Background: an optimization exercise with open tools, aiming at small area, a short achievable clock period and few clock cycles per item. Do not read the settings as production practice. Only simulation tests tie the RTL to the original design; equivalence was not proved.

## CPU
module CPU(
				clk,
			  rst_n,
		   IO_stall,
         awid_m_inf,
       awaddr_m_inf,
       awsize_m_inf,
      awburst_m_inf,
        awlen_m_inf,
      awvalid_m_inf,
      awready_m_inf,
        wdata_m_inf,
        wlast_m_inf,
       wvalid_m_inf,
       wready_m_inf,
          bid_m_inf,
        bresp_m_inf,
       bvalid_m_inf,
       bready_m_inf,
         arid_m_inf,
       araddr_m_inf,
        arlen_m_inf,
       arsize_m_inf,
      arburst_m_inf,
      arvalid_m_inf,
      arready_m_inf, 
          rid_m_inf,
        rdata_m_inf,
        rresp_m_inf,
        rlast_m_inf,
       rvalid_m_inf,
       rready_m_inf 
);
Settings: LEC_CHECK=0, CAP_MARGIN=20, CORE_MARGIN=2, CORE_UTILIZATION=66.0, CTS_CLUSTER_DIAMETER=120, CTS_CLUSTER_SIZE=24, PLACE_DENSITY=0.78, SETUP_SLACK_MARGIN=5, SLEW_MARGIN=20; clock period 10.0 ns.
standard.sh (not shown) runs the stock make flow with config.mk's settings and CLKGATE_MAP_FILE= SYNTH_SCRIPT=/design/flow/synth_recipe.tcl, a recipe that flattens the netlist after the stock synthesis.
==> flow/flow/run.sh <==
#!/bin/bash
# Standard layout, with timing repair aiming for a larger setup margin.
set -euo pipefail
bash standard.sh SETUP_SLACK_MARGIN=6 finish > standard_flow.log 2>&1
Testbench counts at the start, summed over its fixed seeds: cycles 38,604, instructions 12,000.
Then changed:
CORE_UTILIZATION = 55.0   (was 66.0)
CTS_CLUSTER_DIAMETER = not set   (was 120)
CTS_CLUSTER_SIZE = not set   (was 24)
PLACE_DENSITY = not set   (was 0.78)
Result: Critical path depth climbs by 9. Fmax stays flat. Worst setup slack gets better by 0.0071 ns. Final area grows by 5.1%. Core utilization went down by 9.3 points. Routed wire length went up by 6.0%. Die area rose by about 20%. Final cell count grows by 5.7%. Synthesized area is unchanged.
Then changed:
TNS_END_PERCENT = 10   (was not set)
After rerunning:
- maximum frequency is lower by a few percent
- die area is unchanged
- cell area fell by a few percent
- setup slack got worse by 0.23 ns
- synthesized cell count stays the same
- global-route usage drops by 0.29 points
- via count shrinks slightly
- critical path depth is lower by 3
Then changed:
CTS_CLUSTER_DIAMETER = 120   (was not set)
CTS_CLUSTER_SIZE = 20   (was not set)
PLACE_DENSITY = 0.7   (was not set)
TNS_END_PERCENT = not set   (was 10)
Effect: Worst hold slack barely changes. Routed wire length falls by 2.6%. Clock skew climbs by 0.012 ns. Via count went up by 0.75%. Setup slack is better by 0.20 ns. Cell area falls by 1.9%. Die area does not change. Flip-flop and latch count stays the same. Area after synthesis does not change.

========
Setup of before:
CPU again, from the RTL that the note above started with.
export LEC_CHECK = 0
export CAP_MARGIN = 20
export CORE_MARGIN = 2
export CORE_UTILIZATION = 55.0
export CTS_CLUSTER_DIAMETER = 120
export CTS_CLUSTER_SIZE = 30
export PLACE_DENSITY = 0.7
export SETUP_SLACK_MARGIN = 5
export SLEW_MARGIN = 20
create_clock -name core_clock -period 10.0 [get_ports {clk}]
Scripts as last shown in full above: flow/flow/run.sh
Testbench counts of before, summed over its fixed seeds: cycles 38,604, instructions 12,000.
Changes in after relative to before:
- removing CTS_CLUSTER_SIZE (formerly 30)
- removing CTS_CLUSTER_DIAMETER (formerly 120)
- changing PLACE_DENSITY from 0.7 to 0.75
==> comparison <==
- Final critical-path setup slack was higher in the run labelled after.
- Changes observed in after relative to before: non-filler instance count after layout saw an increase, met1 global-route usage went down by 2.1 points, final critical-path share of the clock period held steady, relative max-transition margin went up 3.7 points.
- Utilization: higher on after
- Run comparison: before timing endpoint of the critical path ra_sel[10]$_SDFFCE_PN0P_; after timing endpoint of the critical path bd_two[7]$_DFF_P_

========
CPU again, from the RTL that the note above started with.
==> flow/design.v (excerpt) <==
module CPU(
				clk,
			  rst_n,
		   IO_stall,
         awid_m_inf,
       awaddr_m_inf,
       awsize_m_inf,
      awburst_m_inf,
        awlen_m_inf,
      awvalid_m_inf,
      awready_m_inf,
        wdata_m_inf,
        wlast_m_inf,
       wvalid_m_inf,
       wready_m_inf,
          bid_m_inf,
        bresp_m_inf,
       bvalid_m_inf,
       bready_m_inf,
         arid_m_inf,
       araddr_m_inf,
        arlen_m_inf,
       arsize_m_inf,
      arburst_m_inf,
      arvalid_m_inf,
      arready_m_inf, 
          rid_m_inf,
        rdata_m_inf,
        rresp_m_inf,
        rlast_m_inf,
       rvalid_m_inf,
       rready_m_inf 
);
input  wire clk, rst_n;
output reg  IO_stall;
parameter ID_WIDTH = 4, ADDR_WIDTH = 32, DATA_WIDTH = 16, DRAM_NUMBER = 2, WRIT_NUMBER = 1;
output wire [WRIT_NUMBER * ID_WIDTH-1:0]      awid_m_inf;
output wire [WRIT_NUMBER * ADDR_WIDTH-1:0]  awaddr_m_inf;
output wire [WRIT_NUMBER * 3 -1:0]          awsize_m_inf;
output wire [WRIT_NUMBER * 2 -1:0]         awburst_m_inf;
output wire [WRIT_NUMBER * 7 -1:0]           awlen_m_inf;
output wire [WRIT_NUMBER-1:0]              awvalid_m_inf;
input  wire [WRIT_NUMBER-1:0]              awready_m_inf;
output wire [WRIT_NUMBER * DATA_WIDTH-1:0]   wdata_m_inf;
output wire [WRIT_NUMBER-1:0]                wlast_m_inf;
output wire [WRIT_NUMBER-1:0]               wvalid_m_inf;
input  wire [WRIT_NUMBER-1:0]               wready_m_inf;
input  wire [WRIT_NUMBER * ID_WIDTH-1:0]       bid_m_inf;
input  wire [WRIT_NUMBER * 2 -1:0]           bresp_m_inf;
input  wire [WRIT_NUMBER-1:0]               bvalid_m_inf;
  ...
clock: 10.0 ns
lec_check: 0
cap_margin: 20
core_margin: 2
core_utilization: 55.0
cts_cluster_diameter: 120
cts_cluster_size: 24
place_density: 0.7
setup_slack_margin: 5
slew_margin: 20
Scripts as last shown in full above: flow/flow/run.sh
The baseline completed without violations.
Testbench counts at the start, summed over its fixed seeds: cycles 38,604, instructions 12,000.
==> next run, changes <==
CORE_UTILIZATION = 62.0   (was 55.0)
PLACE_DENSITY = 0.75   (was 0.7)
Result: Global-route usage rises by 3.7 points. Wire length goes down by 0.59%. Synthesized cell count stays the same. Cell area hardly moves. Sequential share of layout area barely changes. Non-clock buffer count went up by 14. Final cell count is lower by 2.5%. Fmax went up by about 1.8%. Setup slack improved by 0.073 ns.

========
CPU again, from the RTL that the note above started with.
## CPU
module CPU(
				clk,
			  rst_n,
		   IO_stall,
         awid_m_inf,
       awaddr_m_inf,
       awsize_m_inf,
      awburst_m_inf,
        awlen_m_inf,
      awvalid_m_inf,
      awready_m_inf,
        wdata_m_inf,
        wlast_m_inf,
       wvalid_m_inf,
       wready_m_inf,
          bid_m_inf,
        bresp_m_inf,
       bvalid_m_inf,
       bready_m_inf,
         arid_m_inf,
       araddr_m_inf,
        arlen_m_inf,
       arsize_m_inf,
      arburst_m_inf,
      arvalid_m_inf,
      arready_m_inf, 
          rid_m_inf,
        rdata_m_inf,
        rresp_m_inf,
        rlast_m_inf,
       rvalid_m_inf,
       rready_m_inf 
);
export LEC_CHECK = 0
export CAP_MARGIN = 20
export CORE_MARGIN = 2
export CORE_UTILIZATION = 55.0
export SETUP_SLACK_MARGIN = 5
export SLEW_MARGIN = 20
create_clock -name core_clock -period 10.0 [get_ports {clk}]
==> flow/flow/run.sh <==
#!/bin/bash
# Standard layout, with timing repair aiming for a larger setup margin.
set -euo pipefail
bash standard.sh SETUP_SLACK_MARGIN=5.75 finish > standard_flow.log 2>&1
The baseline ran to the end with no violations.
Testbench counts at the start, summed over its fixed seeds: cycles 38,604, instructions 12,000.
==> next run, changes <==
==> flow/flow/run.sh (replaced) <==
#!/bin/bash
# Standard layout, with timing repair aiming for a larger setup margin.
set -euo pipefail
bash standard.sh SETUP_SLACK_MARGIN=6.2 finish > standard_flow.log 2>&1
Settings changed: CORE_UTILIZATION 55.0 to 62.0, CTS_CLUSTER_DIAMETER set to 120, CTS_CLUSTER_SIZE set to 24, PLACE_DENSITY set to 0.75.
Result: Routed wire length hardly moves; design area came out higher by 1.6%; final cell count came out lower by 2.0%; fmax came out higher by 3.9%; flip-flop and latch count stays the same.
==> next run, changes <==
==> flow/flow/run.sh (replaced) <==
#!/bin/bash
# Standard layout, with timing repair aiming for a larger setup margin.
set -euo pipefail
bash standard.sh SETUP_SLACK_MARGIN=6 finish > standard_flow.log 2>&1
Settings changed: CORE_UTILIZATION 62.0 to 55.0, CTS_CLUSTER_DIAMETER 120 to not set, CTS_CLUSTER_SIZE 24 to not set, PLACE_DENSITY 0.75 to 0.5.
Synthesized area does not change.
Final cell count climbs by 3.3%.
Clock-buffer cell count rises by 66.
Fmax came out higher by 0.70%.
==> next run, changes <==
Settings changed: PLACE_DENSITY 0.5 to 0.8.
Outcome: The new run finished clean. Setup slack is worse by 0.36 ns. Area after synthesis is unchanged. Utilization goes down by 0.20 points. Fmax goes down by a little under a tenth. Global-route usage goes down by 1.1 points. First-iteration DRC count goes up by a quarter to a third. Final cell count does not change. Critical path depth goes down by 4.

-- static timing again, ports no longer ideal --
How much do the figures lean on ideal ports? The routed layouts below were timed once more, with nothing changed but the port constraints.
Step 1, drivers: a clkbuf_16 drives clk and a buf_2 each remaining input, both assumed.
Step 2 times the ports against the registers' clock, not the clock port: input delays grow and output delays shrink by t, the midpoint of the rising clock arrivals with the driver on.
Slacks: ideal ports / drivers / drivers and shift; pairs: ideal ports / drivers.
run | shift t [ns] | setup WS [ns] | hold slack, ns | slew at the worst register clock pin (ns)
the first run of note 1 | 0.736 | 5.977 / 5.984 / 5.288 | 0.330 / 0.330 / 0.330 | 0.11 / 0.11
the second run of note 1 | 0.786 | 5.984 / 5.984 / 5.303 | 0.324 / 0.324 / 0.324 | 0.07 / 0.07
the third run of note 1 | 0.800 | 5.749 / 5.749 / 5.332 | 0.328 / 0.328 / 0.328 | 0.07 / 0.07
the fourth run of note 1 | 0.780 | 5.946 / 5.946 / 5.347 | 0.327 / 0.327 / 0.327 | 0.09 / 0.09
before | 0.756 | 5.944 / 5.944 / 5.376 | 0.339 / 0.339 / 0.339 | 0.12 / 0.12
after | 0.791 | 5.958 / 5.958 / 5.371 | 0.302 / 0.302 / 0.302 | 0.07 / 0.07
the first run of note 3 | 0.791 | 5.947 / 5.947 / 5.378 | 0.335 / 0.335 / 0.335 | 0.11 / 0.11
the second run of note 3 | 0.753 | 6.020 / 6.020 / 5.414 | 0.336 / 0.336 / 0.336 | 0.11 / 0.11
the first run of note 4 | 0.786 | 5.798 / 5.826 / 5.057 | 0.326 / 0.326 / 0.326 | 0.07 / 0.07
the second run of note 4 | 0.788 | 5.955 / 5.955 / 5.483 | 0.336 / 0.336 / 0.336 | 0.11 / 0.11
the third run of note 4 | 0.786 | 5.984 / 5.984 / 5.303 | 0.324 / 0.324 / 0.324 | 0.07 / 0.07
the fourth run of note 4 | 0.794 | 5.624 / 5.624 / 5.238 | 0.270 / 0.270 / 0.270 | 0.08 / 0.08
After both steps every run listed still meets setup and hold. For the first run of note 4, which loses most, drivers alone change the setup slack by +0.028 ns; drivers and shift together by -0.741 ns.
